From an optimization exercise on the open Yosys and OpenROAD flow, aimed at small area, a short achievable clock period and few clock cycles; shortcuts taken in it are not production practice.
Only simulation tests tie the RTL to the original design; equivalence was not proved.
No activity file was given, so power comes from the tool's default toggle rates.

File: flow/run.sh
#!/bin/bash
# synth_recipe.tcl (not shown) runs the flow's synth.tcl, then flattens the netlist and writes it again
# the make line also repeats each setting of config.mk as NAME=value (left out here)
make -C /OpenROAD-flow-scripts/flow DESIGN_CONFIG=/design/flow/config.mk WORK_HOME=/design/flow/orfs CLKGATE_MAP_FILE= SYNTH_SCRIPT=/design/flow/synth_recipe.tcl finish
File: flow/config.mk
export PLATFORM = sky130hd
export DESIGN_NAME = LASER
export DESIGN_NICKNAME = LASER
export VERILOG_FILES = /design/flow/design.v
export SDC_FILE = /design/flow/constraint.sdc
export NUM_CORES = 4
export LEC_CHECK = 0
export ABC_AREA = 1
export CAP_MARGIN = 20
export CORE_MARGIN = 2
export CORE_UTILIZATION = 40
export CTS_BUF_LIST = sky130_fd_sc_hd__clkbuf_4 sky130_fd_sc_hd__clkbuf_8
export SETUP_SLACK_MARGIN = 3.6
export SLEW_MARGIN = 20
File: flow/constraint.sdc
create_clock -name core_clock -period 6.0 [get_ports {CLK}]
set_input_delay 1.2000 -clock core_clock [delete_from_list [all_inputs] [get_ports {CLK}]]
set_output_delay 1.2000 -clock core_clock [all_outputs]
set_load 0.01 [all_outputs]
File: flow/design.v
module LASER(CLK, RST, X, Y, C1X, C1Y, C2X, C2Y, DONE);
input CLK, RST;
input [3:0] X, Y;
output reg DONE;
output [3:0] C1X, C1Y, C2X, C2Y;
reg rq;
reg [3:0] xq;
reg [15:0] m0;
reg [15:0] m2;
reg [15:0] m3;
reg [15:0] m4;
reg [15:0] m5;
reg [15:0] m6;
reg [15:0] m7;
reg [15:0] m8;
reg [15:0] m9;
reg [15:0] m10;
reg [15:0] m11;
reg [15:0] m12;
reg [15:0] m13;
reg [15:0] m14;
reg [5:0] u;
wire [2:0] ph = u[2:0];
reg we, keep, cut, v6, v5, upd, last1, clr;
reg [3:0] yo;    
wire [5:0] un = (rq | (u == 6'd59)) ? 6'd63 : u + 6'd1;
wire [15:0] pdec = we ? (16'd1 << yo) : 16'd0;
always @(posedge CLK) begin
  rq <= RST;
  xq <= X;
  yo <= Y - {ph, 1'b0} - 4'd4;
  u <= un;
  we    <= ~RST & (un <= 6'd39);
  keep  <= ~RST & (un <= 6'd54);
  cut   <= (un >= 6'd40) & (un <= 6'd47);
  v6    <= (un[2:0] <= 3'd6);
  v5    <= (un[2:0] <= 3'd5);
  upd   <= ~RST & (un >= 6'd43) & (un <= 6'd58);
  last1 <= (un == 6'd50);
  clr   <= RST | (un == 6'd63);
end
localparam [7:0] E0_0 = 8'b11111010, E0_1 = 8'b01111111;
wire [1:0] wr0 = m0[1:0] & ~({2{cut}} & {E0_1[ph], E0_0[ph]});
always @(posedge CLK) m0 <= (keep ? {wr0, m0[15:2]} : 16'd0) | ((xq == 4'd0) ? pdec : 16'd0);
localparam [7:0] E2_0 = 8'b01110111, E2_1 = 8'b10101111;
wire [1:0] wr2 = m2[1:0] & ~({2{cut}} & {E2_1[ph], E2_0[ph]});
always @(posedge CLK) m2 <= (keep ? {wr2, m2[15:2]} : 16'd0) | ((xq == 4'd2) ? pdec : 16'd0);
localparam [7:0] E3_0 = 8'b01110111, E3_1 = 8'b10101111;
wire [1:0] wr3 = m3[1:0] & ~({2{cut}} & {E3_1[ph], E3_0[ph]});
always @(posedge CLK) m3 <= (keep ? {wr3, m3[15:2]} : 16'd0) | ((xq == 4'd3) ? pdec : 16'd0);
localparam [7:0] E4_0 = 8'b11111111, E4_1 = 8'b10101111;
wire [1:0] wr4 = m4[1:0] & ~({2{cut}} & {E4_1[ph], E4_0[ph]});
always @(posedge CLK) m4 <= (keep ? {wr4, m4[15:2]} : 16'd0) | ((xq == 4'd4) ? pdec : 16'd0);
localparam [7:0] E5_0 = 8'b01110111, E5_1 = 8'b10101111;
wire [1:0] wr5 = m5[1:0] & ~({2{cut}} & {E5_1[ph], E5_0[ph]});
always @(posedge CLK) m5 <= (keep ? {wr5, m5[15:2]} : 16'd0) | ((xq == 4'd5) ? pdec : 16'd0);
localparam [7:0] E6_0 = 8'b01110111, E6_1 = 8'b10101111;
wire [1:0] wr6 = m6[1:0] & ~({2{cut}} & {E6_1[ph], E6_0[ph]});
always @(posedge CLK) m6 <= (keep ? {wr6, m6[15:2]} : 16'd0) | ((xq == 4'd6) ? pdec : 16'd0);
localparam [7:0] E7_0 = 8'b01110111, E7_1 = 8'b01101111;
wire [1:0] wr7 = m7[1:0] & ~({2{cut}} & {E7_1[ph], E7_0[ph]});
always @(posedge CLK) m7 <= (keep ? {wr7, m7[15:2]} : 16'd0) | ((xq == 4'd7) ? pdec : 16'd0);
localparam [7:0] E8_0 = 8'b11111010, E8_1 = 8'b01111111;
wire [1:0] wr8 = m8[1:0] & ~({2{cut}} & {E8_1[ph], E8_0[ph]});
always @(posedge CLK) m8 <= (keep ? {wr8, m8[15:2]} : 16'd0) | ((xq == 4'd8) ? pdec : 16'd0);
localparam [7:0] E9_0 = 8'b11011000, E9_1 = 8'b11110111;
wire [1:0] wr9 = m9[1:0] & ~({2{cut}} & {E9_1[ph], E9_0[ph]});
always @(posedge CLK) m9 <= (keep ? {wr9, m9[15:2]} : 16'd0) | ((xq == 4'd9) ? pdec : 16'd0);
localparam [7:0] E10_0 = 8'b11111111, E10_1 = 8'b11010111;
wire [1:0] wr10 = m10[1:0] & ~({2{cut}} & {E10_1[ph], E10_0[ph]});
always @(posedge CLK) m10 <= (keep ? {wr10, m10[15:2]} : 16'd0) | ((xq == 4'd10) ? pdec : 16'd0);
localparam [7:0] E11_0 = 8'b10101111, E11_1 = 8'b11111000;
wire [1:0] wr11 = m11[1:0] & ~({2{cut}} & {E11_1[ph], E11_0[ph]});
always @(posedge CLK) m11 <= (keep ? {wr11, m11[15:2]} : 16'd0) | ((xq == 4'd11) ? pdec : 16'd0);
localparam [7:0] E12_0 = 8'b11111111, E12_1 = 8'b10101111;
wire [1:0] wr12 = m12[1:0] & ~({2{cut}} & {E12_1[ph], E12_0[ph]});
always @(posedge CLK) m12 <= (keep ? {wr12, m12[15:2]} : 16'd0) | ((xq == 4'd12) ? pdec : 16'd0);
localparam [7:0] E13_0 = 8'b11011000, E13_1 = 8'b01111111;
wire [1:0] wr13 = m13[1:0] & ~({2{cut}} & {E13_1[ph], E13_0[ph]});
always @(posedge CLK) m13 <= (keep ? {wr13, m13[15:2]} : 16'd0) | ((xq == 4'd13) ? pdec : 16'd0);
localparam [7:0] E14_0 = 8'b11111111, E14_1 = 8'b11010111;
wire [1:0] wr14 = m14[1:0] & ~({2{cut}} & {E14_1[ph], E14_0[ph]});
always @(posedge CLK) m14 <= (keep ? {wr14, m14[15:2]} : 16'd0) | ((xq == 4'd14) ? pdec : 16'd0);
wire w0_0 = m0[0];
wire w0_1 = m0[1];
wire w0_2 = m0[2] & v6;
wire w0_3 = m0[3] & v6;
wire w0_4 = m0[4] & v5;
wire w2_0 = m2[0];
wire w2_1 = m2[1];
wire w2_2 = m2[2] & v6;
wire w2_3 = m2[3] & v6;
wire w2_4 = m2[4] & v5;
wire w3_0 = m3[0];
wire w3_1 = m3[1];
wire w3_2 = m3[2] & v6;
wire w3_3 = m3[3] & v6;
wire w3_4 = m3[4] & v5;
wire w4_0 = m4[0];
wire w4_1 = m4[1];
wire w4_2 = m4[2] & v6;
wire w4_3 = m4[3] & v6;
wire w4_4 = m4[4] & v5;
wire w5_0 = m5[0];
wire w5_1 = m5[1];
wire w5_2 = m5[2] & v6;
wire w5_3 = m5[3] & v6;
wire w5_4 = m5[4] & v5;
wire w6_0 = m6[0];
wire w6_1 = m6[1];
wire w6_2 = m6[2] & v6;
wire w6_3 = m6[3] & v6;
wire w6_4 = m6[4] & v5;
wire w7_0 = m7[0];
wire w7_1 = m7[1];
wire w7_2 = m7[2] & v6;
wire w7_3 = m7[3] & v6;
wire w7_4 = m7[4] & v5;
wire w8_0 = m8[0];
wire w8_1 = m8[1];
wire w8_2 = m8[2] & v6;
wire w8_3 = m8[3] & v6;
wire w8_4 = m8[4] & v5;
wire w9_0 = m9[0];
wire w9_1 = m9[1];
wire w9_2 = m9[2] & v6;
wire w9_3 = m9[3] & v6;
wire w9_4 = m9[4] & v5;
wire w10_0 = m10[0];
wire w10_1 = m10[1];
wire w10_2 = m10[2] & v6;
wire w10_3 = m10[3] & v6;
wire w10_4 = m10[4] & v5;
wire w11_0 = m11[0];
wire w11_1 = m11[1];
wire w11_2 = m11[2] & v6;
wire w11_3 = m11[3] & v6;
wire w11_4 = m11[4] & v5;
wire w12_0 = m12[0];
wire w12_1 = m12[1];
wire w12_2 = m12[2] & v6;
wire w12_3 = m12[3] & v6;
wire w12_4 = m12[4] & v5;
wire w13_0 = m13[0];
wire w13_1 = m13[1];
wire w13_2 = m13[2] & v6;
wire w13_3 = m13[3] & v6;
wire w13_4 = m13[4] & v5;
wire w14_0 = m14[0];
wire w14_1 = m14[1];
wire w14_2 = m14[2] & v6;
wire w14_3 = m14[3] & v6;
wire w14_4 = m14[4] & v5;
reg [2:0] c0s; reg c00, c04;
reg [2:0] e2; reg [1:0] f2;
reg [2:0] e4; reg [1:0] f4;
reg [2:0] e6; reg [1:0] f6;
reg [2:0] e8; reg [1:0] f8;
reg [2:0] e10; reg [1:0] f10;
reg [2:0] e12; reg [1:0] f12;
reg [2:0] e14; reg [1:0] f14;
always @(posedge CLK) begin
  c0s <= {2'd0, w0_0} + {2'd0, w0_1} + {2'd0, w0_2} + {2'd0, w0_3};
  c00 <= w0_0; c04 <= w0_4;
  e2 <= {2'd0, w2_0} + {2'd0, w2_1} + {2'd0, w2_2} + {2'd0, w2_3} + {2'd0, w3_0} + {2'd0, w3_1} + {2'd0, w3_2};
  f2 <= {1'd0, w2_4} + {1'd0, w3_3};
  e4 <= {2'd0, w4_0} + {2'd0, w4_1} + {2'd0, w4_2} + {2'd0, w4_3} + {2'd0, w5_0} + {2'd0, w5_1} + {2'd0, w5_2};
  f4 <= {1'd0, w4_4} + {1'd0, w5_3};
  e6 <= {2'd0, w6_0} + {2'd0, w6_1} + {2'd0, w6_2} + {2'd0, w6_3} + {2'd0, w7_0} + {2'd0, w7_1} + {2'd0, w7_2};
  f6 <= {1'd0, w6_4} + {1'd0, w7_3};
  e8 <= {2'd0, w8_0} + {2'd0, w8_1} + {2'd0, w8_2} + {2'd0, w8_3} + {2'd0, w9_0} + {2'd0, w9_1} + {2'd0, w9_2};
  f8 <= {1'd0, w8_4} + {1'd0, w9_3};
  e10 <= {2'd0, w10_0} + {2'd0, w10_1} + {2'd0, w10_2} + {2'd0, w10_3} + {2'd0, w11_0} + {2'd0, w11_1} + {2'd0, w11_2};
  f10 <= {1'd0, w10_4} + {1'd0, w11_3};
  e12 <= {2'd0, w12_0} + {2'd0, w12_1} + {2'd0, w12_2} + {2'd0, w12_3} + {2'd0, w13_0} + {2'd0, w13_1} + {2'd0, w13_2};
  f12 <= {1'd0, w12_4} + {1'd0, w13_3};
  e14 <= {2'd0, w14_0} + {2'd0, w14_1} + {2'd0, w14_2} + {2'd0, w14_3};
  f14 <= {1'd0, w14_4};
end
reg [4:0] sc [0:6];
always @(posedge CLK) begin
  sc[0] <= {2'd0, e2} + {3'd0, f2} + {2'd0, e4} + {2'd0, c0s};
  sc[1] <= {2'd0, e4} + {3'd0, f4} + {2'd0, e6} + {4'd0, c00} + {4'd0, c04};
  sc[2] <= {2'd0, e6} + {3'd0, f6} + {2'd0, e8} + {2'd0, c0s} + {4'd0, c04};
  sc[3] <= {2'd0, e8} + {3'd0, f8} + {2'd0, e10} + {2'd0, c0s} + {4'd0, c04};
  sc[4] <= {2'd0, e10} + {3'd0, f10} + {2'd0, e12} + {2'd0, c0s} + {4'd0, c04};
  sc[5] <= {2'd0, e12} + {3'd0, f12} + {2'd0, e14} + {4'd0, c00} + {4'd0, c04};
  sc[6] <= {2'd0, e14} + {3'd0, f14} + {2'd0, c0s};
end
function gt5(input [4:0] a, input [4:0] b);
  reg [4:0] e;
  begin
    e = a ~^ b;
    gt5 = (a[4] & ~b[4]) | (e[4] & a[3] & ~b[3]) | (e[4] & e[3] & a[2] & ~b[2]) |
          (e[4] & e[3] & e[2] & a[1] & ~b[1]) | (e[4] & e[3] & e[2] & e[1] & a[0] & ~b[0]);
  end
endfunction
wire g01 = gt5(sc[1], sc[0]), g23 = gt5(sc[3], sc[2]), g45 = gt5(sc[5], sc[4]);
wire [4:0] s01 = g01 ? sc[1] : sc[0];
wire [4:0] s23 = g23 ? sc[3] : sc[2];
wire [4:0] s45 = g45 ? sc[5] : sc[4];
wire ga = gt5(s23, s01), gb = gt5(sc[6], s45);
reg [4:0] as, bs6;
reg [2:0] ax, bx6;
always @(posedge CLK) begin
  as <= ga ? s23 : s01;
  ax <= ga ? (g23 ? 3'd4 : 3'd3) : (g01 ? 3'd2 : 3'd1);
  bs6 <= gb ? sc[6] : s45;
  bx6 <= gb ? 3'd7 : (g45 ? 3'd6 : 3'd5);
end
reg [4:0] bs;
reg [2:0] bx, br, b1x, b1r;
wire gab = gt5(bs6, as);
wire rwin = gab ? gt5(bs6, bs) : gt5(as, bs);
wire [4:0] rs = gab ? bs6 : as;
wire [2:0] rx = gab ? bx6 : ax;
wire [2:0] row3 = ph - 3'd3;    
always @(posedge CLK) begin
  if (clr) begin
    bs <= 5'd0; bx <= 3'd0; br <= 3'd0; b1x <= 3'd0; b1r <= 3'd0;
  end else if (last1) begin
    b1x <= rwin ? rx : bx; b1r <= rwin ? row3 : br;
    bs <= 5'd0; bx <= 3'd0; br <= 3'd0;
  end else if (upd & rwin) begin
    bs <= rs; bx <= rx; br <= row3;
  end
  DONE <= ~rq & (u == 6'd58);
end
assign C1X = {b1x, 1'b0};
assign C1Y = {b1r, 1'b0};
assign C2X = {bx, 1'b0};
assign C2Y = {br, 1'b0};
endmodule
==> impl_metrics.py, run 1 <==
metrics = {
    "logic_synthesis": {
        "syn_avg_cell_area_um2": 8.85,
        "synth-edff-count": 0,
        "ys_types": 49,
        "netlist_area_um2": 13800,
        "yosys_warnings": 2,
        "seq_area_frac_synth_pct": 51.1,
        "synthFlopType": "dfxtp_1",
        "ys_ff_latch": 353,
        "synth_area_leaders": "dfxtp_1, nand2_1, fa_1",
        "synth_top_area_cell": "dfxtp_1",
        "synthCells": 1563,
        "synthArstFlopShare_pct": 0,
        "yosys.area.top_type_share_pct": 51.1,
    },
    "power": {
        "powerDensity_nw_per_um2": 351,
        "ir_worst_vdd_mv": 0.170,
        "p_leak_nw": 6.65,
        "power_mw": 5.49,
    },
    "die": {
        "die_y_um": 190,
        "fp-row-count": 68,
        "die_area_um2": 36100,
        "core_um2": 34300,
        "start_util_pct": 40.3,
        "die_x_um": 190,
        "io_pins": 27,
    },
    "drt": {
        "viasPerCell": 4.68,
        "first_pass_iters": 4,
        "wl_met1_um": 13500,
        "dr.first_iter.drc_count": 592,
        "routed-via-count": 9713,
        "met3_length_um": 1200,
        "ant_nets": 0,
        "wl_met2_um": 13600,
        "wl_um": 29200,
        "wire_per_inst_um": 14.1,
        "highest_layer": "met4",
        "drc_errors": 0,
    },
    "placement": {
        "place_congestion": 0.856,
        "hpwl_um": 20200,
        "portBuffers": 22,
    },
    "grt": {
        "grt-ovfl-total": 0,
        "grt.total_usage_pct": 17.0,
        "grt_pass1_vias": 9649,
        "antenna_found_initial": 0,
        "grt_max_degree": 107,
        "grt_pass1_wl_um": 49300,
    },
    "cells_and_area": {
        "final_nets": 1705,
        "fillers": 3265,
        "drive_above_1_share_pct": 11.5,
        "layout_commonest_cell": "nand2_1",
        "final_cell_mix": "nand2_1, dfxtp_1, o21ai_0",
        "syn_to_final_growth_pct": 13.1,
        "diodes": 0,
    },
    "critical_path": {
        "worst-endpoint-arrival_ps": 2910,
        "critPathKind": "reg -> reg",
        "cp-start-kind": "register",
        "cp_slowest_cell": "fa_1",
        "cp-end-kind": "register",
        "worstPathRequired_ps": 6540,
        "cp_max_fo": 2,
        "max_stage_delay_ps": 540,
        "path_cells": "fa_1 > inv_1 > fa_1 > inv_2 > fa_2 > inv_2 > fa_1 > inv_1",
        "cpMostUsedCell": "fa_1",
    },
    "sta": {
        "finalSetupViolCount": 0,
        "setup_tns_ps": 0,
        "clock.fmax_mhz": 421,
        "maxSlewViolCount": 0,
        "clock_skew_ps": 24.7,
        "layout_min_cycle_time_ps": 2370,
        "period_share_pct": 39.6,
        "rsz0062_at_grt": "true",
        "relSlewSlack_pct": 44.8,
        "hold_viol_final": 0,
        "worstMarginPinSlew_ps": 827,
    },
    "clock_tree": {
        "htreeDepth": 2,
        "insertion_delay_ps": 600,
        "cts_buffer_depth": 3,
        "clkSlewWorstSetupHoldPaths_ps": 60,
        "cts_tree": "done",
        "cts_sinks": 353,
        "cts_made_buffers": 56,
        "cts-root-buf": "clkbuf_8",
    },
    "worst_hold_path": {
        "min_path_type": "reg -> reg",
    },
    "run_status": {
        "outcome": "complete, no violations",
    },
    "run": {
        "cap_violations": 0,
    },
}
[worst paths after layout]
path / startpoint / to / slack [ps] / cells past startpoint
worst max-delay path: m6[0] / e6[1] / 3630 / 8
worst min-delay path: m0[0] / c00 / 360 / 0
worst min register to register: m0[0] / c00 / 360 / 0
worst max register to register: m6[0] / e6[1] / 3630 / 8
[kinds of logic (layout without fill, tap and decap cells)]
| kind of cell | after synthesis | count (layout) | synth area share (%) |
|---|---|---|---|
| xor gates and xnor gates | 13 | 13 | 0.823 |
| adders and majority gates | 111 | 111 | 13.3 |
| buffers and inverters | 251 | 306 | 7.09 |
| muxes | 2 | 2 | 0.145 |
| other | 1 | 4 | 0.0271 |
| DFF | 353 | 353 | 51.1 |
| and+or+nand+nor | 532 | 532 | 15.8 |
| AOI/OAI and AO/OA | 300 | 300 | 11.7 |
[routing by layer]
metal / vias up / GRT usage (%)
li1: 5001 / -
met1: 4485 / 21.8
met2: 182 / 28.4
met3: 45 / 3.34
met4: 0 / 6.47
met5: - / 0
[registers in the layout (all words and copies together), names as in the netlist, 4 cells and up]
register,count
sc,34
m0,16
m10,16
m11,16
m12,16
m13,16
m14,16
m2,16
m3,16
m4,16
m5,16
m6,16
m7,16
m8,16
m9,16
u,6
as,5
bs6,5
bs,5
xq,4
yo,4
[what timing repair did]
item | 4_1_cts | 5_1_grt
setup buffers | 0 | 1
endpoints found under the setup margin | 27 | 38
hold buffers | 0 | 0
resized for setup | 56 | 32
pin swaps | 10 | 18
gates cloned | 0 | 1
[per-stage QoR]
stage | hold WS (ps) | setup slack [ps] | instances | cell area, µm² | util, %
4_1_cts | 356 | 3520 | 2074 | 15600 | 45.6
5_1_grt | 360 | 3560 | 2076 | 15600 | 45.6
3_3_place_gp | 339 | 3160 | 1979 | 14400 | 41.9
2_1_floorplan | 331 | 3620 | 1566 | 13800 | -
6_report | 356 | 3630 | 2076 | 15600 | 45.6
3_5_place_dp | 344 | 3150 | 1979 | 14400 | 41.9
[worst max-delay path: cells and delay by family, from the launching register on]
kind       cells  cell delay [ps]
fa+ha+maj      4             1780
buf+inv        4              210
flops          1              330
[synthesized netlist by cell type (all sizes together) (2+ instances only)]
master    n
dfxtp   353
nor2     30
nand3    42
o22ai    26
fa       60
o21ai   233
or2       4
nand2   435
a21boi    5
clkbuf   58
inv     182
xor2      7
ha       51
nand4     4
mux2i     2
o32ai     4
and2      2
o211ai    5
buf      10
xnor2     6
nor3     12
a21oi    21
[power by group]
| group | switching [mW] | internal (mW) |
|---|---|---|
| clock network | 0.903 | 1.31 |
| logic | 0.521 | 0.189 |
| registers | 0.136 | 2.43 |
[layout make-up]
type | instances | area (µm²) | share of cell area (%)
inverter | 183 | 693 | 4.43
multi-input combinational | 962 | 5810 | 37.2
clock inverter | 8 | 148 | 0.944
timing repair inverter | 1 | 5.00 | 0.0320
clock buffer | 87 | 1080 | 6.94
sequential | 353 | 7100 | 45.4
tap | 455 | 569 | 3.64
timing repair buffer | 27 | 224 | 1.43
Testbench counts, summed over its fixed seeds: cycles 15,608.
==> run 2: changes to the inputs <==
--- a/flow/design.v
+++ b/flow/design.v
@@ -154,2 +154,32 @@
 reg [2:0] c0s; reg c00, c04;
+wire fs1_2, fc1_2, fs2_2, fc2_2, fs3_2, fc3_2, fs4_2, fc4_2;
+assign {fc1_2, fs1_2} = {1'b0, w2_0} + {1'b0, w2_1} + {1'b0, w2_2};
+assign {fc2_2, fs2_2} = {1'b0, w3_0} + {1'b0, w3_1} + {1'b0, w3_2};
+assign {fc3_2, fs3_2} = {1'b0, fs1_2} + {1'b0, fs2_2} + {1'b0, w2_3};
+assign {fc4_2, fs4_2} = {1'b0, fc1_2} + {1'b0, fc2_2} + {1'b0, fc3_2};
+wire fs1_4, fc1_4, fs2_4, fc2_4, fs3_4, fc3_4, fs4_4, fc4_4;
+assign {fc1_4, fs1_4} = {1'b0, w4_0} + {1'b0, w4_1} + {1'b0, w4_2};
+assign {fc2_4, fs2_4} = {1'b0, w5_0} + {1'b0, w5_1} + {1'b0, w5_2};
+assign {fc3_4, fs3_4} = {1'b0, fs1_4} + {1'b0, fs2_4} + {1'b0, w4_3};
+assign {fc4_4, fs4_4} = {1'b0, fc1_4} + {1'b0, fc2_4} + {1'b0, fc3_4};
+wire fs1_6, fc1_6, fs2_6, fc2_6, fs3_6, fc3_6, fs4_6, fc4_6;
+assign {fc1_6, fs1_6} = {1'b0, w6_0} + {1'b0, w6_1} + {1'b0, w6_2};
+assign {fc2_6, fs2_6} = {1'b0, w7_0} + {1'b0, w7_1} + {1'b0, w7_2};
+assign {fc3_6, fs3_6} = {1'b0, fs1_6} + {1'b0, fs2_6} + {1'b0, w6_3};
+assign {fc4_6, fs4_6} = {1'b0, fc1_6} + {1'b0, fc2_6} + {1'b0, fc3_6};
+wire fs1_8, fc1_8, fs2_8, fc2_8, fs3_8, fc3_8, fs4_8, fc4_8;
+assign {fc1_8, fs1_8} = {1'b0, w8_0} + {1'b0, w8_1} + {1'b0, w8_2};
+assign {fc2_8, fs2_8} = {1'b0, w9_0} + {1'b0, w9_1} + {1'b0, w9_2};
+assign {fc3_8, fs3_8} = {1'b0, fs1_8} + {1'b0, fs2_8} + {1'b0, w8_3};
+assign {fc4_8, fs4_8} = {1'b0, fc1_8} + {1'b0, fc2_8} + {1'b0, fc3_8};
+wire fs1_10, fc1_10, fs2_10, fc2_10, fs3_10, fc3_10, fs4_10, fc4_10;
+assign {fc1_10, fs1_10} = {1'b0, w10_0} + {1'b0, w10_1} + {1'b0, w10_2};
+assign {fc2_10, fs2_10} = {1'b0, w11_0} + {1'b0, w11_1} + {1'b0, w11_2};
+assign {fc3_10, fs3_10} = {1'b0, fs1_10} + {1'b0, fs2_10} + {1'b0, w10_3};
+assign {fc4_10, fs4_10} = {1'b0, fc1_10} + {1'b0, fc2_10} + {1'b0, fc3_10};
+wire fs1_12, fc1_12, fs2_12, fc2_12, fs3_12, fc3_12, fs4_12, fc4_12;
+assign {fc1_12, fs1_12} = {1'b0, w12_0} + {1'b0, w12_1} + {1'b0, w12_2};
+assign {fc2_12, fs2_12} = {1'b0, w13_0} + {1'b0, w13_1} + {1'b0, w13_2};
+assign {fc3_12, fs3_12} = {1'b0, fs1_12} + {1'b0, fs2_12} + {1'b0, w12_3};
+assign {fc4_12, fs4_12} = {1'b0, fc1_12} + {1'b0, fc2_12} + {1'b0, fc3_12};
 reg [2:0] e2; reg [1:0] f2;
@@ -164,13 +194,13 @@
   c00 <= w0_0; c04 <= w0_4;
-  e2 <= {2'd0, w2_0} + {2'd0, w2_1} + {2'd0, w2_2} + {2'd0, w2_3} + {2'd0, w3_0} + {2'd0, w3_1} + {2'd0, w3_2};
+  e2 <= {fc4_2, fs4_2, fs3_2};
   f2 <= {1'd0, w2_4} + {1'd0, w3_3};
-  e4 <= {2'd0, w4_0} + {2'd0, w4_1} + {2'd0, w4_2} + {2'd0, w4_3} + {2'd0, w5_0} + {2'd0, w5_1} + {2'd0, w5_2};
+  e4 <= {fc4_4, fs4_4, fs3_4};
   f4 <= {1'd0, w4_4} + {1'd0, w5_3};
-  e6 <= {2'd0, w6_0} + {2'd0, w6_1} + {2'd0, w6_2} + {2'd0, w6_3} + {2'd0, w7_0} + {2'd0, w7_1} + {2'd0, w7_2};
+  e6 <= {fc4_6, fs4_6, fs3_6};
   f6 <= {1'd0, w6_4} + {1'd0, w7_3};
-  e8 <= {2'd0, w8_0} + {2'd0, w8_1} + {2'd0, w8_2} + {2'd0, w8_3} + {2'd0, w9_0} + {2'd0, w9_1} + {2'd0, w9_2};
+  e8 <= {fc4_8, fs4_8, fs3_8};
   f8 <= {1'd0, w8_4} + {1'd0, w9_3};
-  e10 <= {2'd0, w10_0} + {2'd0, w10_1} + {2'd0, w10_2} + {2'd0, w10_3} + {2'd0, w11_0} + {2'd0, w11_1} + {2'd0, w11_2};
+  e10 <= {fc4_10, fs4_10, fs3_10};
   f10 <= {1'd0, w10_4} + {1'd0, w11_3};
-  e12 <= {2'd0, w12_0} + {2'd0, w12_1} + {2'd0, w12_2} + {2'd0, w12_3} + {2'd0, w13_0} + {2'd0, w13_1} + {2'd0, w13_2};
+  e12 <= {fc4_12, fs4_12, fs3_12};
   f12 <= {1'd0, w12_4} + {1'd0, w13_3};
==> run 2 against run 1 <==
  * Still clean
  * Clock skew is 29 ps higher
  * Non-clock buffer count is 1 higher
  * Global-route usage fell by 0.39 points
  * First-iteration DRC count decreased by 7.9%
  * Register-to-register slack better by 100 ps
  * Sequential power about the same
  * Highest routed layer unchanged
==> impl_metrics.py, run 2 <==
metrics = {
    "die": {
        "die_y_um": 190,
        "fp-row-count": 68,
        "die_area_um2": 36100,
        "die_x_um": 190,
        "io_pins": 27,
        "start_util_pct": 40.4,
        "core_um2": 34300,
    },
    "logic_synthesis": {
        "seq_area_frac_synth_pct": 51.0,
        "yosys_warnings": 2,
        "syn_avg_cell_area_um2": 8.71,
        "synthArstFlopShare_pct": 0,
        "netlist_area_um2": 13800,
        "ys_top_cells_by_count": "nand2_1, dfxtp_1, o21ai_0",
        "synth_top_area_cell": "dfxtp_1",
        "ys_ff_latch": 353,
        "synth-edff-count": 0,
        "synth_area_leaders": "dfxtp_1, nand2_1, fa_1",
        "synthFlopType": "dfxtp_1",
        "synthCells": 1590,
        "yosysMostFrequentCell": "nand2_1",
        "yosys.area.top_type_share_pct": 51.0,
        "ys_types": 35,
    },
    "grt": {
        "grt_pass1_vias": 9616,
        "busiest_layer": "met2",
        "grt_util_met2_pct": 27.9,
        "grt_use_met3_pct": 2.58,
        "grt_pass1_wl_um": 48900,
        "antenna_found_initial": 0,
        "grt_util_met1_pct": 22.1,
        "grt_max_degree": 112,
        "grt-ovfl-total": 0,
        "grt.total_usage_pct": 16.6,
    },
    "run_status": {
        "outcome": "complete, no violations",
    },
    "critical_path": {
        "cp_max_fo": 1,
        "cp-start-kind": "register",
        "path_cells": "dlygate4sd2_1",
        "max_stage_delay_ps": 290,
        "r2r-end": "sc[0][3]",
        "reg2reg_depth": 6,
        "worstPathRequired_ps": 4800,
        "critPathKind": "reg -> out",
        "worst-endpoint-arrival_ps": 1140,
        "critPathBufInv": 1,
        "cp_slowest_cell": "dfxtp_1",
        "rr_startpoint": "c0s[1]",
        "crit_family": "flip-flops",
        "reg2reg_slack_ps": 3730,
        "cp-end-kind": "output port",
    },
    "drt": {
        "wl_um": 29000,
        "first_pass_iters": 4,
        "viasPerCell": 4.65,
        "ant_nets": 0,
        "routed-via-count": 9798,
        "dr.first_iter.drc_count": 545,
        "drc_errors": 0,
        "wire_per_inst_um": 13.8,
    },
    "cells_and_area": {
        "syn_to_final_growth_pct": 12.5,
        "final_nets": 1733,
        "fillers": 3335,
        "seqCellArea_um2": 7080,
        "multi_input_area_um2": 5760,
        "final_cell_mix": "nand2_1, dfxtp_1, o21ai_0",
        "diodes": 0,
        "layout_commonest_cell": "nand2_1",
        "postLayoutCoreUtil_pct": 45.4,
        "largest_register": "sc",
        "drive_above_1_share_pct": 8.47,
        "largest_reg_flops": 34,
    },
    "placement": {
        "place_congestion": 0.856,
        "portBuffers": 22,
        "hpwl_um": 20200,
    },
    "sta": {
        "rsz0062_at_grt": "true",
        "setup_tns_ps": 0,
        "hold_viol_final": 0,
        "maxSlewViolCount": 0,
        "worstMarginPinSlew_ps": 936,
        "layout_min_cycle_time_ps": 2340,
        "finalSetupViolCount": 0,
        "clock_skew_ps": 54.0,
        "clock.fmax_mhz": 428,
        "period_share_pct": 39.0,
        "relSlewSlack_pct": 37.3,
    },
    "worst_hold_path": {
        "hold_end": "c00",
        "min_path_type": "reg -> reg",
        "min_delay_path_depth": 0,
        "hold_start": "m0[0]",
    },
    "clock_tree": {
        "insertion_delay_ps": 590,
        "cts-root-buf": "clkbuf_8",
        "hold_buffers": 0,
        "cts_sinks": 353,
        "cts_buffer_depth": 3,
        "cts_made_buffers": 55,
        "clkSlewWorstSetupHoldPaths_ps": 70,
        "htreeDepth": 2,
        "cts_tree": "done",
    },
    "run": {
        "cap_violations": 0,
    },
    "power": {
        "p_leak_nw": 6.76,
        "powerDensity_nw_per_um2": 336,
        "ir_worst_vdd_mv": 0.166,
    },
}
## run 2: how the worst max path moves through the flow
stage / from / endpoint / slack [ps] / cells after the start
after detailed placement: Y[2] / yo[3] / 3140 / 6
after global placement: Y[2] / yo[3] / 3150 / 6
after global routing: as[4] / bx[0] / 3590 / 11
final: DONE / DONE / 3660 / 1
after CTS: bx[0] / C2X[1] / 3540 / 1
after floorplan: Y[2] / yo[3] / 3660 / 5
## run 2: power by group
part / leakage, nW / switching, mW / internal, mW
clock network: 0.620 / 0.910 / 1.14
registers: 2.85 / 0.135 / 2.43
logic: 3.29 / 0.454 / 0.173
## run 2: cell type report
type                            instances  share of cell area [%]
Inverter                              204                    4.92
Clock inverter                         11                   0.466
Multi-Input combinational cell        969                    37.0
Clock buffer                           87                    6.92
Tap cell                              455                    3.65
Timing Repair Buffer                   28                    1.58
Sequential cell                       353                    45.5
## run 2: worst reg2reg max path, cell delays in order (launching register included)
cell and delay, ps:
dfxtp_4 390, fa_1 510, fa_1 530, ha_1 170, inv_1 60, fa_1 380, xnor2_1 130
## run 2: what timing repair did
action                                 CTS  global route
gates cloned                             0             0
setup endpoints to repair               32            35
buffers inserted                         0             4
resized for setup                       31            15
pin swaps                                0             1
endpoints found under the hold margin    0             0
## run 2: cell families after synthesis
| group | synth area share (%) |
|---|---|
| AO/OA/AOI/OAI | 11.4 |
| adder cells (fa/ha/maj) | 13.4 |
| buffers and inverters | 7.48 |
| XOR/XNOR | 0.886 |
| other | 0.0271 |
| flip-flops | 51.0 |
| AND/OR/NAND/NOR | 15.8 |
## run 2: metrics by stage
step	cells	setup WS, ps	hold WS, ps	cell area [µm²]	total power [mW]
6_report	2107	3660	353	15600	5.24
5_1_grt	2107	3590	369	15600	5.50
4_1_cts	2103	3540	355	15600	5.29
3_5_place_dp	2005	3140	339	14400	3.24
3_3_place_gp	2005	3150	338	14400	3.23
2_1_floorplan	1593	3660	331	13900	3.04
## run 2: routing by layer
layer | wire, µm | vias up
li1 | - | 5064
met1 | 13800 | 4516
met2 | 13600 | 164
met3 | 955 | 54
met4 | 652 | 0
met5 | 0 | -
Testbench counts of run 2, summed over its fixed seeds: cycles 15,608.
==> run 3: changes to the inputs <==
--- a/flow/config.mk
+++ b/flow/config.mk
@@ -12,3 +12,3 @@
 export CTS_BUF_LIST = sky130_fd_sc_hd__clkbuf_4 sky130_fd_sc_hd__clkbuf_8
-export SETUP_SLACK_MARGIN = 3.6
+export SETUP_SLACK_MARGIN = 3.8
 export SLEW_MARGIN = 20
==> run 3 against run 2 <==
  * Via count grew 1.3%
  * Count of clock-buffer cells in the layout down 1
  * Critical endpoint is now C1X[3]
  * Die area unchanged
  * Clock power rose by 7%
  * Final area increased by 2.6%
  * Largest cell class unchanged
  * Maximum frequency up 4.4%
  * Clock skew shrank 29 ps
  * Worst setup slack improved by 98 ps
  * Synthesized cell count unchanged
  * Power rose by 3.9%
  * Cell count is 0.90% higher
==> impl_metrics.py, run 3 <==
metrics = {
    "run_status": {
        "outcome": "complete, no violations",
    },
    "critical_path": {
        "path_cells": "buf_6",
        "crit_family": "flip-flops",
        "max_stage_delay_ps": 330,
        "critPathBufInv": 1,
        "cp-end-kind": "output port",
        "critPathKind": "reg -> out",
        "worstPathRequired_ps": 4800,
        "cp-start-kind": "register",
        "cp_slowest_cell": "dfxtp_2",
        "worst-endpoint-arrival_ps": 1040,
        "cp_max_fo": 2,
    },
    "placement": {
        "place_congestion": 0.819,
        "portBuffers": 22,
        "pre_cts_slack_ps": 3200,
        "placed_area_um2": 14400,
        "numPlacedInstances": 2006,
        "hpwl_um": 20300,
    },
    "logic_synthesis": {
        "seq_area_frac_synth_pct": 51.0,
        "yosys.area.top_type_share_pct": 51.0,
        "ys_types": 35,
        "synth-simple-area-share_pct": 15.8,
        "syn_avg_cell_area_um2": 8.71,
        "ys_top_cells_by_count": "nand2_1, dfxtp_1, o21ai_0",
        "netlist_area_um2": 13800,
        "yosysMostFrequentCell": "nand2_1",
        "synthFlopType": "dfxtp_1",
        "synth_compound_area_share_pct": 11.4,
        "yosys_warnings": 2,
        "synth_top_area_cell": "dfxtp_1",
        "synth_top_family_by_area": "simple AND/OR/NAND/NOR gates",
        "synth_xor_area_share_pct": 0.886,
        "synthCells": 1590,
        "synthMuxAreaShare_pct": 0,
        "synthArstFlopShare_pct": 0,
        "synth_fa_ha_area_share_pct": 13.4,
        "ys_ff_latch": 353,
        "synth-edff-count": 0,
        "synth_area_leaders": "dfxtp_1, nand2_1, fa_1",
    },
    "cells_and_area": {
        "syn_to_final_growth_pct": 15.4,
        "layout.cells.non_filler": 2126,
        "layout_commonest_cell": "nand2_1",
        "final_cell_mix": "nand2_1, dfxtp_1, o21ai_0",
        "drive_above_1_share_pct": 12.6,
        "fillers": 3244,
        "largest_register": "sc",
        "fin_area_um2": 16000,
        "final_nets": 1749,
        "largest_reg_flops": 34,
        "diodes": 0,
    },
    "die": {
        "start_util_pct": 40.4,
        "die_y_um": 190,
        "die_x_um": 190,
        "core_um2": 34300,
        "io_pins": 27,
        "die_area_um2": 36100,
        "fp-row-count": 68,
    },
    "sta": {
        "relSlewSlack_pct": 31.7,
        "final.setup.worst_slack_ps": 3760,
        "period_share_pct": 37.3,
        "worstMarginPinSlew_ps": 1020,
        "layout_min_cycle_time_ps": 2240,
        "maxSlewViolCount": 0,
        "hold_viol_final": 0,
        "setup_tns_ps": 0,
        "finalSetupViolCount": 0,
        "rsz0062_at_grt": "true",
        "hold_slack_ps": 352,
        "clock.fmax_mhz": 446,
        "clock_skew_ps": 24.6,
    },
    "clock_tree": {
        "hold_buffers": 0,
        "cts_made_buffers": 57,
        "cts_tree": "done",
        "clkSlewWorstSetupHoldPaths_ps": 60,
        "cts_buffer_depth": 3,
        "htreeDepth": 2,
        "insertion_delay_ps": 620,
        "cts_sinks": 353,
        "cts-root-buf": "clkbuf_8",
    },
    "grt": {
        "grt_pass1_vias": 9732,
        "antenna_found_initial": 1,
        "grt-ovfl-total": 0,
        "grt_pass1_wl_um": 48900,
        "grt_max_degree": 108,
        "grt.total_usage_pct": 16.8,
    },
    "power": {
        "p_leak_nw": 6.92,
        "powerDensity_nw_per_um2": 341,
        "ir_worst_vdd_mv": 0.208,
    },
    "drt": {
        "ant_nets": 0,
        "viasPerCell": 4.67,
        "routed-via-count": 9923,
        "dr.first_iter.drc_count": 588,
        "drc_errors": 0,
        "first_pass_iters": 5,
        "wire_per_inst_um": 13.9,
        "wl_um": 29600,
    },
    "worst_hold_path": {
        "min_path_type": "reg -> reg",
    },
    "run": {
        "cap_violations": 0,
    },
}
run 3: cell types whose count changed in the layout (fill, tap and decap cells not counted), moves of 12 or more:
| cell | change |
|---|---|
| buf_4 | +12 |
| buf_6 | +12 |
| dfxtp_1 | -17 |
| dfxtp_2 | +16 |
| fa_1 | -13 |
| fa_2 | +13 |
run 3: kinds of logic after synthesis:
logic type | Yosys count
and+or+nand+nor | 542
DFF | 353
AOI/OAI and AO/OA | 297
buffers and inverters | 271
adders and majority gates | 112
xor gates and xnor gates | 14
other | 1
run 3: final timing paths:
path	cells past startpoint	end	slack [ps]	startpoint
worst min register to register	0	c00	350	m0[0]
worst max register to register	6	sc[4][2]	3770	c0s[1]
worst max-delay path	1	C1X[3]	3760	b1x[2]
worst min-delay path	0	c00	350	m0[0]
run 3: timing repair:
item / 4_1_cts / 5_1_grt
resized for setup: 95 / 35
pin swaps: 10 / 24
buffers inserted: 6 / 9
cloned: 1 / 1
setup endpoints to repair: 36 / 51
run 3: layout make-up:
| class | instances | area, µm² | share of cell area [%] |
|---|---|---|---|
| clock buffers | 86 | 1100 | 6.90 |
| clock inverters | 17 | 145 | 0.908 |
| repair buffers | 41 | 409 | 2.56 |
| multi-input cells | 970 | 5880 | 36.8 |
| inverters | 204 | 769 | 4.81 |
| well taps | 455 | 569 | 3.56 |
| flip-flops and latches | 353 | 7110 | 44.5 |
run 3: report_power, final:
group          leakage [nW]  internal [mW]  switching [mW]
Combinational          3.39          0.216           0.528
Clock                 0.663           1.23           0.957
Sequential             2.86           2.43          0.0876
Total                  6.92           3.87            1.57
run 3: layer usage:
| layer | track usage (%) | share of wire [%] | vias to the layer above |
|---|---|---|---|
| met5 | 0 | 0.044 | - |
| met1 | 22.1 | 47 | 4606 |
| met3 | 3.10 | 3.7 | 58 |
| met4 | 5.78 | 2.2 | 2 |
| met2 | 27.8 | 47 | 160 |
| li1 | - | - | 5097 |
run 3: metrics by stage:
stage | total power, mW | utilization, %
after detailed placement | 3.24 | 42.1
after CTS | 5.46 | 46.0
after global routing | 5.72 | 46.6
final | 5.44 | 46.6
after global placement | 3.24 | 42.1
after floorplan | 3.06 | -
==> run 4: changes to the inputs <==
--- a/flow/config.mk
+++ b/flow/config.mk
@@ -12,3 +12,3 @@
 export CTS_BUF_LIST = sky130_fd_sc_hd__clkbuf_4 sky130_fd_sc_hd__clkbuf_8
-export SETUP_SLACK_MARGIN = 3.8
+export SETUP_SLACK_MARGIN = 3.7
 export SLEW_MARGIN = 20
==> run 4 against run 3 <==
  * Routed wire length shrank 0.55%
  * Core utilization down 0.51 points
  * Count of clock-buffer cells in the layout fell by 1
  * Register-to-register slack is essentially flat
  * Critical path depth stayed put
  * Highest routed layer is now met4
  * Clock skew up 24 ps
  * Maximum frequency is 0.36% lower
  * Combinational power decreased by 8.9%
  * Critical endpoint is now C2X[3]
  * Die area is the same
  * Largest power group unchanged
  * Global-route usage shrank 0.25 points
==> impl_metrics.py, run 4 <==
metrics = {
    "run_status": {
        "outcome": "complete, no violations",
    },
    "worst_hold_path": {
        "min_path_type": "reg -> reg",
        "min_delay_path_depth": 0,
    },
    "drt": {
        "first_pass_iters": 5,
        "wire_per_inst_um": 13.9,
        "dr.first_iter.drc_count": 544,
        "routed-via-count": 9961,
        "drc_errors": 0,
        "wl_um": 29500,
        "viasPerCell": 4.70,
        "ant_nets": 0,
    },
    "die": {
        "die_x_um": 190,
        "core_um2": 34300,
        "io_pins": 27,
        "fp-row-count": 68,
        "start_util_pct": 40.4,
        "die_area_um2": 36100,
        "die_y_um": 190,
    },
    "run": {
        "cap_violations": 0,
    },
    "sta": {
        "maxSlewViolCount": 0,
        "hold_slack_ps": 349,
        "hold_viol_final": 0,
        "finalSetupViolCount": 0,
        "rsz0062_at_grt": "false",
        "setup_tns_ps": 0,
        "clock.fmax_mhz": 445,
        "layout_min_cycle_time_ps": 2250,
        "period_share_pct": 37.5,
        "clock_skew_ps": 48.6,
        "relSlewSlack_pct": 34.9,
        "worstMarginPinSlew_ps": 973,
    },
    "logic_synthesis": {
        "yosys.area.top_type_share_pct": 51.0,
        "ys_types": 35,
        "synth-edff-count": 0,
        "ys_ff_latch": 353,
        "synth_area_leaders": "dfxtp_1, nand2_1, fa_1",
        "syn_avg_cell_area_um2": 8.71,
        "yosysMostFrequentCell": "nand2_1",
        "ys_top_cells_by_count": "nand2_1, dfxtp_1, o21ai_0",
        "synthCells": 1590,
        "netlist_area_um2": 13800,
        "synthArstFlopShare_pct": 0,
        "seq_area_frac_synth_pct": 51.0,
        "synth_top_area_cell": "dfxtp_1",
        "yosys_warnings": 2,
        "synthFlopType": "dfxtp_1",
    },
    "critical_path": {
        "critical_path_depth": 1,
        "critPathBufInv": 1,
        "critPathKind": "reg -> out",
        "worstPathRequired_ps": 4800,
        "max_stage_delay_ps": 350,
        "reg2reg_depth": 7,
        "worst-endpoint-arrival_ps": 1050,
        "cp_max_fo": 3,
        "cp_slowest_cell": "dfxtp_2",
        "cp-start-kind": "register",
        "cp-end-kind": "output port",
        "path_cells": "buf_6",
        "crit_family": "flip-flops",
    },
    "cells_and_area": {
        "fin_area_um2": 15800,
        "largest_register": "sc",
        "final_nets": 1743,
        "diodes": 0,
        "multi_input_area_um2": 5780,
        "fillers": 3314,
        "seqCellArea_um2": 7100,
        "largest_reg_flops": 34,
        "final_cell_mix": "nand2_1, dfxtp_1, o21ai_0",
        "syn_to_final_growth_pct": 14.2,
        "layout.cells.non_filler": 2118,
        "drive_above_1_share_pct": 10.5,
        "layout_commonest_cell": "nand2_1",
    },
    "clock_tree": {
        "cts_tree": "done",
        "htreeDepth": 2,
        "hold_buffers": 0,
        "cts_made_buffers": 56,
        "cts_buffer_depth": 3,
        "cts-root-buf": "clkbuf_8",
        "clkSlewWorstSetupHoldPaths_ps": 60,
        "cts_sinks": 353,
        "insertion_delay_ps": 600,
    },
    "placement": {
        "numPlacedInstances": 2005,
        "place_congestion": 0.831,
        "placed_area_um2": 14400,
        "portBuffers": 22,
        "hpwl_um": 20400,
    },
    "power": {
        "powerDensity_nw_per_um2": 343,
        "p_leak_nw": 6.88,
        "power_mw": 5.42,
        "ir_worst_vdd_mv": 0.231,
    },
    "grt": {
        "antenna_found_initial": 0,
        "grt_pass1_wl_um": 48700,
        "grt_pass1_vias": 9629,
        "grt.total_usage_pct": 16.6,
        "grt_max_degree": 117,
        "grt-ovfl-total": 0,
    },
}
[run 4: path summary, 6_finish.rpt]
kind           from       end  slack, ps
max           bx[2]    C2X[3]       3750
min           m0[0]       c00        350
max reg2reg  c0s[0]  sc[4][3]       3770
min reg2reg   m0[0]       c00        350
[run 4: metal layers]
layer	track usage, %	part of all wire (%)
met2	27.4	47
met1	22.1	47
met4	5.37	2.1
met5	0	0
met3	2.82	4.1
[run 4: logic make-up (layout without fill, tap and decap cells)]
| family | after synthesis | count (layout) | share of synthesized area [%] |
|---|---|---|---|
| buffers and inverters | 271 | 341 | 7.48 |
| XOR/XNOR | 14 | 14 | 0.886 |
| other | 1 | 4 | 0.0271 |
| adder cells (fa/ha/maj) | 112 | 112 | 13.4 |
| AND/OR/NAND/NOR | 542 | 542 | 15.8 |
| flip-flops | 353 | 353 | 51.0 |
| AO/OA/AOI/OAI | 297 | 297 | 11.4 |
[run 4: layout make-up]
cell class / count / area share [%]
Timing Repair Buffer: 37 / 2.14
Clock buffer: 85 / 6.97
Sequential cell: 353 / 44.9
Inverter: 204 / 4.87
Clock inverter: 15 / 0.926
Multi-Input combinational cell: 969 / 36.6
Tap cell: 455 / 3.60
[run 4: through the flow]
stage	setup slack [ps]	util [%]
after floorplan	3700	-
after global placement	3200	42.0
after detailed placement	3200	42.0
after CTS	3690	45.5
after global routing	3690	46.1
final	3750	46.1
[run 4: report_power, final]
group | total, mW | switching, mW | internal, mW | leakage, nW
combinational | 0.679 | 0.488 | 0.191 | 3.36
sequential | 2.54 | 0.112 | 2.43 | 2.86
clock | 2.20 | 0.938 | 1.26 | 0.670
total | 5.42 | 1.54 | 3.88 | 6.88
[run 4: what timing repair did]
action | 4_1_cts | 5_1_grt
buffers inserted | 0 | 13
resized for setup | 65 | 26
cloned | 0 | 0
pin swaps | 1 | 8
setup endpoints to repair | 38 | 40

afterwards: timing with drivers on the ports:
In the flow no input, the clock included, has a driving cell. The finished layouts below were timed again as built, in two steps. Step 1: set_driving_cell puts a clkbuf_16 on CLK and a buf_2 on each other input, an assumption about the parent block. Step 2 moves the port delays by t, midway between the first and last clock arrival at a register: inputs arrive t later, outputs are due t later. That takes back most of the time a late clock gives input paths. Slacks: ideal ports / drivers / drivers and shift; pairs: ideal ports / drivers.
| run | t (ns) | setup slack, ns | worst hold slack (ns) | worst setup path at the end | pins driven straight from the clock port |
|---|---|---|---|---|---|
| run 1 | 0.641 | 3.625 / 3.605 / 3.156 | 0.356 / 0.356 / 0.356 | input to register | 1 |
| run 2 | 0.613 | 3.661 / 3.613 / 3.129 | 0.353 / 0.353 / 0.353 | input to register | 1 |
| run 3 | 0.651 | 3.759 / 3.713 / 3.214 | 0.352 / 0.352 / 0.352 | input to register | 1 |
| run 4 | 0.621 | 3.751 / 3.707 / 3.215 | 0.349 / 0.349 / 0.349 | input to register | 1 |
After both steps setup and hold are still met in every run listed. The setup slack of run 3, which loses most, moves by -0.046 ns with the drivers and by -0.545 ns with both steps.
